From an optimization exercise on the open Yosys and OpenROAD flow, aimed at small area; shortcuts taken in it are not production practice. At most, simulation tests tie the RTL to the original design; equivalence was not proved. Power and IR drop assume default switching activity. The flow treats the clock pin as an ideal source, which a real chip does not have.

the baseline:
## fsm
module fsm(
input clk,
input arst,
input [15:0]s_data,
input s_valid,
input s_last,
output s_ready,
input [7:0]s_keep,
output reg [15:0] m_data,
output m_valid,
output reg m_last,
input  m_ready,
output [7:0]m_keep,
input rd_en,
input [11:0]block_len,
output reg last
    );
    assign s_ready = m_ready;
    reg        rst_q;         
    reg  [2:0] wn;            
    reg  [6:0] wr_ptr;
    reg  [6:0] temp;          
    reg  [6:0] rd_ptr;
    reg  [7:0] cnt;           
    reg  [2:0] kq;            
    reg  [511:0] mem;         
    always @(posedge clk) rst_q <= ~arst;
    always @(posedge clk)
      if (rst_q) wn <= 3'd0;
      else if (s_valid & m_ready & (s_keep[7:5] == 3'd0) & (s_keep[1:0] == 2'd0) &
               ~(s_keep[4] & |s_keep[3:2]))
        wn <= s_keep[4:2];
    always @(posedge clk)
      wr_ptr <= (wn == 3'd0) ? 7'd0 : wr_ptr + {4'd0, wn};
    genvar b, r;
    generate
      for (b = 0; b < 4; b = b + 1) begin : g_wb
        localparam [1:0] B = b;
        wire [1:0] off = B - wr_ptr[1:0];           
        wire       ben = {1'b0, off} < wn;
        wire [4:0] row = wr_ptr[6:2] + {4'd0, (B < wr_ptr[1:0])};
        wire [3:0] d   = s_data[{off, 2'b00} +: 4];
        for (r = 0; r < 32; r = r + 1) begin : g_r
          always @(posedge clk)
            if (ben && row == r) mem[(b*32+r)*4 +: 4] <= d;
        end
      end
    endgenerate
    wire [31:0] hb;
    wire [15:0] la;
    generate
      for (b = 0; b < 4; b = b + 1) begin : g_rb
        localparam [1:0] B = b;
        wire       inc = B < rd_ptr[1:0];
        wire [1:0] l   = rd_ptr[3:2] + {1'b0, inc};
        wire [2:0] h   = rd_ptr[6:4] + {2'd0, inc & (rd_ptr[3:2] == 2'd3)};
        assign la[b*4 +: 4] = 4'd1 << l;
        assign hb[b*8 +: 8] = 8'd1 << h;
      end
    endgenerate
    wire [3:0]  rot = 4'd1 << rd_ptr[1:0];
    wire [15:0] nx;
    fsm_rdmux u_rd (.mem(mem), .hb(hb), .la(la), .rot(rot), .n(nx));
    wire [3:0] n0 = nx[3:0], n1 = nx[7:4], n2 = nx[11:8], n3 = nx[15:12];
    wire [7:0] diff = {1'b0, temp} - {1'b0, rd_ptr};
    wire pe   = diff[7:2] == 6'd0;                  
    wire [8:0] cdf = {1'b0, block_len[11:4]} - {1'b0, cnt};
  ...
Size in the first run: roughly 2100 cells after synthesis, roughly 0.026 mm2 of cells after synthesis.
clock: 6.0 ns
lec_check: 0
cap_margin: 20
core_margin: 2
core_utilization: 60
slew_margin: 20
standard.sh (not shown) runs the stock make flow with config.mk's settings and CLKGATE_MAP_FILE= SYNTH_SCRIPT=/design/flow/synth_recipe.tcl, a recipe that flattens the netlist after the stock synthesis.
==> flow/flow/run.sh <==
#!/bin/bash
# Layout flow: the standard synthesis for reference, then the same synthesis with the read
# mux (module fsm_rdmux) mapped by hand to cells; if both give the same flip-flops the mapped
# netlist is laid out, else the standard one. The layout is ORFS's, with buf_1 port buffers
# and a clock tree without dummy loads.
set -euo pipefail
W=$PWD
R=$W/orfs/results/$FLOW_PLATFORM/fsm/base
export BUFFER_PORTS_ARGS="-buffer_cell sky130_fd_sc_hd__buf_1"
export CTS_ARGS="-sink_clustering_enable -repair_clock_nets -sink_clustering_size 30 -sink_clustering_max_diameter 100 -buf_list sky130_fd_sc_hd__clkbuf_16 -dont_use_dummy_load"

bash standard.sh synth > std_synth.log 2>&1
cp $R/1_2_yosys.v std_1_2_yosys.v

python3 flow/gen_rdmux.py rdmux_cells.v > gen.log 2>&1
python3 flow/swap.py design.v rdmux_cells.v design_mapped.v >> gen.log 2>&1
sed -e "s#WORK_HOME=[^ ]*#WORK_HOME=$W/orfs_map VERILOG_FILES=$W/design_mapped.v#" standard.sh > mapped.sh
bash mapped.sh synth > map_synth.log 2>&1
M=$W/orfs_map/results/$FLOW_PLATFORM/fsm/base
if python3 flow/regs.py std_1_2_yosys.v $M/1_2_yosys.v mapped_1_2_yosys.v > regs.log 2>&1; then
  echo "using the mapped netlist" >> regs.log
  cp mapped_1_2_yosys.v $R/1_2_yosys.v
  rm -f $R/1_synth.odb
else
  echo "flip-flops differ: using the standard netlist" >> regs.log
fi
bash standard.sh > layout.log 2>&1
==> flow/flow/regs.py <==
#!/usr/bin/env python3
"""regs.py STD MAPPED OUT: if netlist MAPPED has the same flip-flops as STD (same register
names, up to the Yosys cell-type suffix after '$', and the same cells), write MAPPED to OUT
with its flip-flop instances renamed to STD's names and exit 0; else exit 1."""
import re
import sys

PAT = re.compile(r"^(\s*)(sky130_fd_sc_hd__\w*(?:df|dl)\w*)(\s+)(\S+)(\s*\()", re.M)


def regs(text):
    d = {}
    for _, cell, _, name, _ in PAT.findall(text):
        base = name.split("$")[0]
        if base in d:
            sys.exit(f"regs.py: register {base} twice")
        d[base] = (name, cell)
    return d


std_text, map_text = open(sys.argv[1]).read(), open(sys.argv[2]).read()
a, b = regs(std_text), regs(map_text)
print(f"regs.py: {len(a)} and {len(b)} flip-flops")
if not a or a.keys() != b.keys() or any(a[k][1] != b[k][1] for k in a):
    sys.exit(1)
renamed = PAT.sub(lambda m: m.group(1) + m.group(2) + m.group(3) + a[m.group(4).split("$")[0]][0]
                  + m.group(5), map_text)
if regs(renamed) != a:
    sys.exit(1)
open(sys.argv[3], "w").write(renamed)
Other scripts of this flow, unchanged in this note and not shown: flow/flow/gen_rdmux.py, flow/flow/swap.py
Modified inputs, the candidate compared to the baseline
diff --git a/flow/flow/regs.py b/flow/flow/regs.py
--- a/flow/flow/regs.py
+++ b/flow/flow/regs.py
@@ -6,5 +6,5 @@
 import sys
 
-PAT = re.compile(r"^(\s*)(sky130_fd_sc_hd__\w*(?:df|dl)\w*)(\s+)(\S+)(\s*\()", re.M)
+PAT = re.compile(r"^(\s*)(sky130_fd_sc_hd__(?:s?e?df|dl[xr]|s?dlclkp)\w*)(\s+)(\S+)(\s*\()", re.M)
 
 
Results
Going from the baseline to the candidate, initial cell density of the core decreased by 0.16 points relative to the old numbers; cell area after layout decreased by 9.5% relative to the old numbers; non-clock buffer count decreased by 17 relative to the old numbers; clock group share of total power increased by 1.0 points relative to the old numbers.
The candidate: no failed stages, no open violations at the end
No run of this note included a check of the RTL's function; only the layout flow was run.

* * *

## west
Another version of the RTL of fsm (not shown whole).
Size in the first run: roughly 1500 cells after synthesis, ~570 flip-flops, ~70 I/O pins.
// fsm
module fsm(
input clk,
input arst,
input [15:0]s_data,
input s_valid,
input s_last,
output s_ready,
input [7:0]s_keep,
output reg [15:0] m_data,
output m_valid,
output reg m_last,
input  m_ready,
output [7:0]m_keep,
input rd_en,
input [11:0]block_len,
output reg last
    );
clock: 6.0 ns
lec_check: 0
cap_margin: 20
core_margin: 2
core_utilization: 70
cts_buf_list: sky130_fd_sc_hd__clkbuf_16
cts_cluster_diameter: 100
cts_cluster_size: 25
slew_margin: 20
run.sh (not shown) runs the stock make flow with config.mk's settings and CLKGATE_MAP_FILE= SYNTH_SCRIPT=/design/flow/synth_recipe.tcl, a recipe that flattens the netlist after the stock synthesis.
Stock flow here: none of the scripts above is used.
Input changes introduced in middle (baseline for comparison: west):
Settings: changing CTS_CLUSTER_SIZE from 25 to 22; changing CTS_CLUSTER_DIAMETER from 100 to 80; changing CTS_BUF_LIST from sky130_fd_sc_hd__clkbuf_16 to sky130_fd_sc_hd__clkbuf_8 sky130_fd_sc_hd__clkbuf_16; changing CORE_UTILIZATION from 70 to 60.
### Flow results
middle falls short of west in post-route cell area.
Changes observed in middle relative to west: worst reg-to-reg setup slack went up; overall global routing resource usage lower; total placed cells including tap cells has increased; proportion of total power due to net switching ~0 delta; routing usage on met1 saw a decrease.
The higher fraction of power consumed by combinational cells of west and middle is in west.
Function was not checked in any run of this note: the RTL went through the layout flow alone.

* * *

Setup of try-violet:
fsm, a different RTL version from the one above (not shown whole).
For scale: about 1700 cells after synthesis, roughly 570 flip-flops, about 70 I/O pins, roughly 25000 um^2 of cells after synthesis.
export LEC_CHECK = 0
export CAP_MARGIN = 20
export CORE_MARGIN = 2
export CORE_UTILIZATION = 60
export CTS_BUF_LIST = sky130_fd_sc_hd__clkbuf_8
export CTS_CLUSTER_DIAMETER = 100
export CTS_CLUSTER_SIZE = 18
export SLEW_MARGIN = 20
create_clock -name core_clock -period 6.0 [get_ports {clk}]
Per the final summary, try-violet finished and its layout is clean on timing, DRC and antenna.
Inputs modified between try-violet and try-pepper:
==> flow/config.mk <==
export PLATFORM = sky130hd
export DESIGN_NAME = fsm
export DESIGN_NICKNAME = fsm
export VERILOG_FILES = /design/flow/design.v
export SDC_FILE = /design/flow/constraint.sdc
export NUM_CORES = 8
export LEC_CHECK = 0
export CAP_MARGIN = 20
export CORE_MARGIN = 2
export CORE_UTILIZATION = 40
export SLEW_MARGIN = 20
- The final layout from try-pepper, which completed every stage, passed the timing, design-rule and antenna checks at the end of the flow.
- try-pepper falls short of try-violet in worst hold slack.
- Looking at switching power summed over all nets, try-pepper sits 18% above try-violet.
- STATUS total power draw: try-pepper loses against try-violet
- try-pepper vs try-violet — maximum ir drop on the vdd rail climbed by a few percent
- Between try-violet and try-pepper, the cell count went up.
- Final standard cell area without fillers delta for try-pepper relative to try-violet: 1600 um^2 higher

* * *

fsm, a different RTL version from the one above (not shown whole).
For scale: ~1400 cells after synthesis, about 70 I/O pins, ~0.022 mm^2 of cells after synthesis.
==> flow/config.mk <==
export PLATFORM = sky130hd
export DESIGN_NAME = fsm
export DESIGN_NICKNAME = fsm
export VERILOG_FILES = /design/flow/design.v
export SDC_FILE = /design/flow/constraint.sdc
export NUM_CORES = 8
export LEC_CHECK = 0
export CAP_MARGIN = 10
export CORE_MARGIN = 2
export CORE_UTILIZATION = 60
export SLEW_MARGIN = 10
==> flow/constraint.sdc <==
create_clock -name core_clock -period 6.0 [get_ports {clk}]
set_input_delay 1.2000 -clock core_clock [delete_from_list [all_inputs] [get_ports {clk}]]
set_output_delay 1.2000 -clock core_clock [all_outputs]
set_load 0.01 [all_outputs]
standard.sh (not shown) runs the stock make flow with config.mk's settings and CLKGATE_MAP_FILE= SYNTH_SCRIPT=/design/flow/synth_recipe.tcl, a recipe that flattens the netlist after the stock synthesis.
==> flow/flow/run.sh <==
#!/bin/bash
# Layout flow: the standard synthesis for reference, then the same synthesis with the
# combinational modules fsm_wrdec and fsm_rdmux mapped by hand to cells (flow/gen_cells.py),
# without ORFS's adder cells and with Yosys's default ABC script (flow/my_synth.tcl);
# if both give the same flip-flops the mapped netlist is laid out, else the standard one.
# The layout is ORFS's, with buf_1 port buffers and a clock tree without dummy loads.
set -euo pipefail
W=$PWD
R=$W/orfs/results/$FLOW_PLATFORM/fsm/base
export BUFFER_PORTS_ARGS="-buffer_cell sky130_fd_sc_hd__buf_1"
export CTS_ARGS="-sink_clustering_enable -repair_clock_nets -sink_clustering_size 30 -sink_clustering_max_diameter 150 -buf_list sky130_fd_sc_hd__clkbuf_16 -dont_use_dummy_load"

bash standard.sh synth > std_synth.log 2>&1
cp $R/1_2_yosys.v std_1_2_yosys.v

python3 flow/gen_cells.py cells.v > gen.log 2>&1
python3 flow/swap.py design.v cells.v design_mapped.v >> gen.log 2>&1
sed -e "s#WORK_HOME=[^ ]*#WORK_HOME=$W/orfs_map VERILOG_FILES=$W/design_mapped.v#" \
    -e "s#SYNTH_SCRIPT=[^ ]*#SYNTH_SCRIPT=$W/flow/my_synth.tcl ADDER_MAP_FILE=#" standard.sh > mapped.sh
bash mapped.sh synth > map_synth.log 2>&1
M=$W/orfs_map/results/$FLOW_PLATFORM/fsm/base
if python3 flow/regs.py std_1_2_yosys.v $M/1_2_yosys.v mapped_1_2_yosys.v > regs.log 2>&1; then
  echo "using the mapped netlist" >> regs.log
  cp mapped_1_2_yosys.v $R/1_2_yosys.v
  rm -f $R/1_synth.odb
else
  echo "flip-flops differ: using the standard netlist" >> regs.log
fi
bash standard.sh > layout.log 2>&1
==> flow/flow/my_synth.tcl <==
# synth_recipe.tcl (the standard synthesis script) with Yosys's default ABC script in place of
# ORFS's speed script; registers are made exactly as in the standard synthesis.
proc synth {args} { yosys synth -nofsm -noshare {*}$args }
proc abc {args} {
  set out {}
  set skip 0
  foreach a $args {
    if {$skip} { set skip 0; continue }
    if {$a eq "-script"} { set skip 1; continue }
    lappend out $a
  }
  yosys abc {*}$out
}
source $::env(SCRIPTS_DIR)/synth.tcl
# left out here: clear keep_hierarchy, flatten, clean up, hide names made inside functions, write 1_2_yosys.v
Other scripts of this flow, unchanged in this note and not shown: flow/flow/gen_cells.py, flow/flow/regs.py, flow/flow/swap.py
Change:
==> flow/flow/run.sh (replaced) <==
#!/bin/bash
# Layout flow: the standard synthesis for reference, then the same synthesis with the
# combinational modules fsm_wrdec and fsm_rdmux mapped by hand to cells (flow/gen_cells.py);
# if both give the same flip-flops the mapped netlist is laid out, else the standard one.
# The layout is ORFS's, with buf_1 port buffers and a clock tree without dummy loads.
set -euo pipefail
W=$PWD
R=$W/orfs/results/$FLOW_PLATFORM/fsm/base
export BUFFER_PORTS_ARGS="-buffer_cell sky130_fd_sc_hd__buf_1"
export CTS_ARGS="-sink_clustering_enable -repair_clock_nets -sink_clustering_size 30 -sink_clustering_max_diameter 100 -buf_list sky130_fd_sc_hd__clkbuf_16 -dont_use_dummy_load"

bash standard.sh synth > std_synth.log 2>&1
cp $R/1_2_yosys.v std_1_2_yosys.v

python3 flow/gen_cells.py cells.v > gen.log 2>&1
python3 flow/swap.py design.v cells.v design_mapped.v >> gen.log 2>&1
sed -e "s#WORK_HOME=[^ ]*#WORK_HOME=$W/orfs_map VERILOG_FILES=$W/design_mapped.v#" standard.sh > mapped.sh
bash mapped.sh synth > map_synth.log 2>&1
M=$W/orfs_map/results/$FLOW_PLATFORM/fsm/base
if python3 flow/regs.py std_1_2_yosys.v $M/1_2_yosys.v mapped_1_2_yosys.v > regs.log 2>&1; then
  echo "using the mapped netlist" >> regs.log
  cp mapped_1_2_yosys.v $R/1_2_yosys.v
  rm -f $R/1_synth.odb
else
  echo "flip-flops differ: using the standard netlist" >> regs.log
fi
bash standard.sh > layout.log 2>&1
removed: flow/flow/my_synth.tcl
Outcome: The changed run finished clean. Global-route usage falls by 0.67 points. Clock-buffer cell count stays the same. Clock skew came out lower by 0.0082 ns.
Change:
--- a/flow/flow/run.sh
+++ b/flow/flow/run.sh
@@ -2,3 +2,4 @@
 # Layout flow: the standard synthesis for reference, then the same synthesis with the
-# combinational modules fsm_wrdec and fsm_rdmux mapped by hand to cells (flow/gen_cells.py);
+# combinational modules fsm_wrdec and fsm_rdmux mapped by hand to cells (flow/gen_cells.py),
+# without ORFS's adder cells and with Yosys's default ABC script (flow/my_synth.tcl);
 # if both give the same flip-flops the mapped netlist is laid out, else the standard one.
@@ -9,3 +10,3 @@
 export BUFFER_PORTS_ARGS="-buffer_cell sky130_fd_sc_hd__buf_1"
-export CTS_ARGS="-sink_clustering_enable -repair_clock_nets -sink_clustering_size 30 -sink_clustering_max_diameter 100 -buf_list sky130_fd_sc_hd__clkbuf_16 -dont_use_dummy_load"
+export CTS_ARGS="-sink_clustering_enable -repair_clock_nets -sink_clustering_size 32 -sink_clustering_max_diameter 120 -buf_list sky130_fd_sc_hd__clkbuf_16 -dont_use_dummy_load"
 
@@ -16,3 +17,4 @@
 python3 flow/swap.py design.v cells.v design_mapped.v >> gen.log 2>&1
-sed -e "s#WORK_HOME=[^ ]*#WORK_HOME=$W/orfs_map VERILOG_FILES=$W/design_mapped.v#" standard.sh > mapped.sh
+sed -e "s#WORK_HOME=[^ ]*#WORK_HOME=$W/orfs_map VERILOG_FILES=$W/design_mapped.v#" \
+    -e "s#SYNTH_SCRIPT=[^ ]*#SYNTH_SCRIPT=$W/flow/my_synth.tcl ADDER_MAP_FILE=#" standard.sh > mapped.sh
 bash mapped.sh synth > map_synth.log 2>&1
==> flow/flow/my_synth.tcl (new file) <==
# synth_recipe.tcl (the standard synthesis script) with Yosys's default ABC script in place of
# ORFS's speed script; registers are made exactly as in the standard synthesis.
proc synth {args} { yosys synth -nofsm -noshare {*}$args }
proc abc {args} {
  set out {}
  set skip 0
  foreach a $args {
    if {$skip} { set skip 0; continue }
    if {$a eq "-script"} { set skip 1; continue }
    lappend out $a
  }
  yosys abc {*}$out
}
source $::env(SCRIPTS_DIR)/synth.tcl
# left out here: clear keep_hierarchy, flatten, clean up, hide names made inside functions, write 1_2_yosys.v
After rerunning: The changed run completed with no timing, DRC or antenna violations. Hold slack gets worse by 0.014 ns. Count of clock-buffer cells in the layout is lower by 1. Final area falls by 2.5%.

==> static timing again, ports no longer ideal <==
The flow's constraints put no driver on any port. The routed layouts listed below were extracted and timed again, unchanged, in two steps.
Step 1 (the two cells are an assumption about what drives the block):
set clk [get_ports {clk}]
set_driving_cell -lib_cell sky130_fd_sc_hd__clkbuf_16 $clk
set_driving_cell -lib_cell sky130_fd_sc_hd__buf_2 [delete_from_list [all_inputs] $clk]
Step 2 times the ports against the registers' clock, not the clock port: input delays grow and output delays shrink by t, the midpoint of the rising clock arrivals with the driver on.
Three values: ideal, step 1, step 2; two values: the first two.
run | shift t [ns] | setup slack, ns | hold slack, ns | worst setup path at the end
the baseline | 0.641 | 1.021 / 1.021 / 0.844 | 0.479 / 0.479 / 0.479 | input to register
the candidate | 0.615 | 1.866 / 1.866 / 1.457 | 0.464 / 0.464 / 0.464 | input to register
west | 0.633 | 1.220 / 1.220 / 1.194 | 0.478 / 0.478 / 0.478 | input to register
middle | 0.653 | 1.408 / 1.408 / 1.199 | 0.472 / 0.472 / 0.472 | input to register
try-violet | 0.665 | 1.178 / 1.178 / 1.031 | 0.457 / 0.457 / 0.457 | input to register
try-pepper | 0.665 | 1.164 / 1.164 / 1.069 | 0.442 / 0.442 / 0.442 | input to register
the first run of note 4 | 0.613 | 1.824 / 1.824 / 1.487 | 0.475 / 0.475 / 0.475 | input to register
the second run of note 4 | 0.614 | 1.362 / 1.362 / 1.239 | 0.472 / 0.472 / 0.472 | input to register
the third run of note 4 | 0.621 | 1.741 / 1.741 / 1.495 | 0.458 / 0.458 / 0.458 | input to register
After both steps every run listed still meets setup and hold. The setup slack of the candidate, which loses most, moves by 0.000 ns with the drivers and by -0.409 ns with both steps.
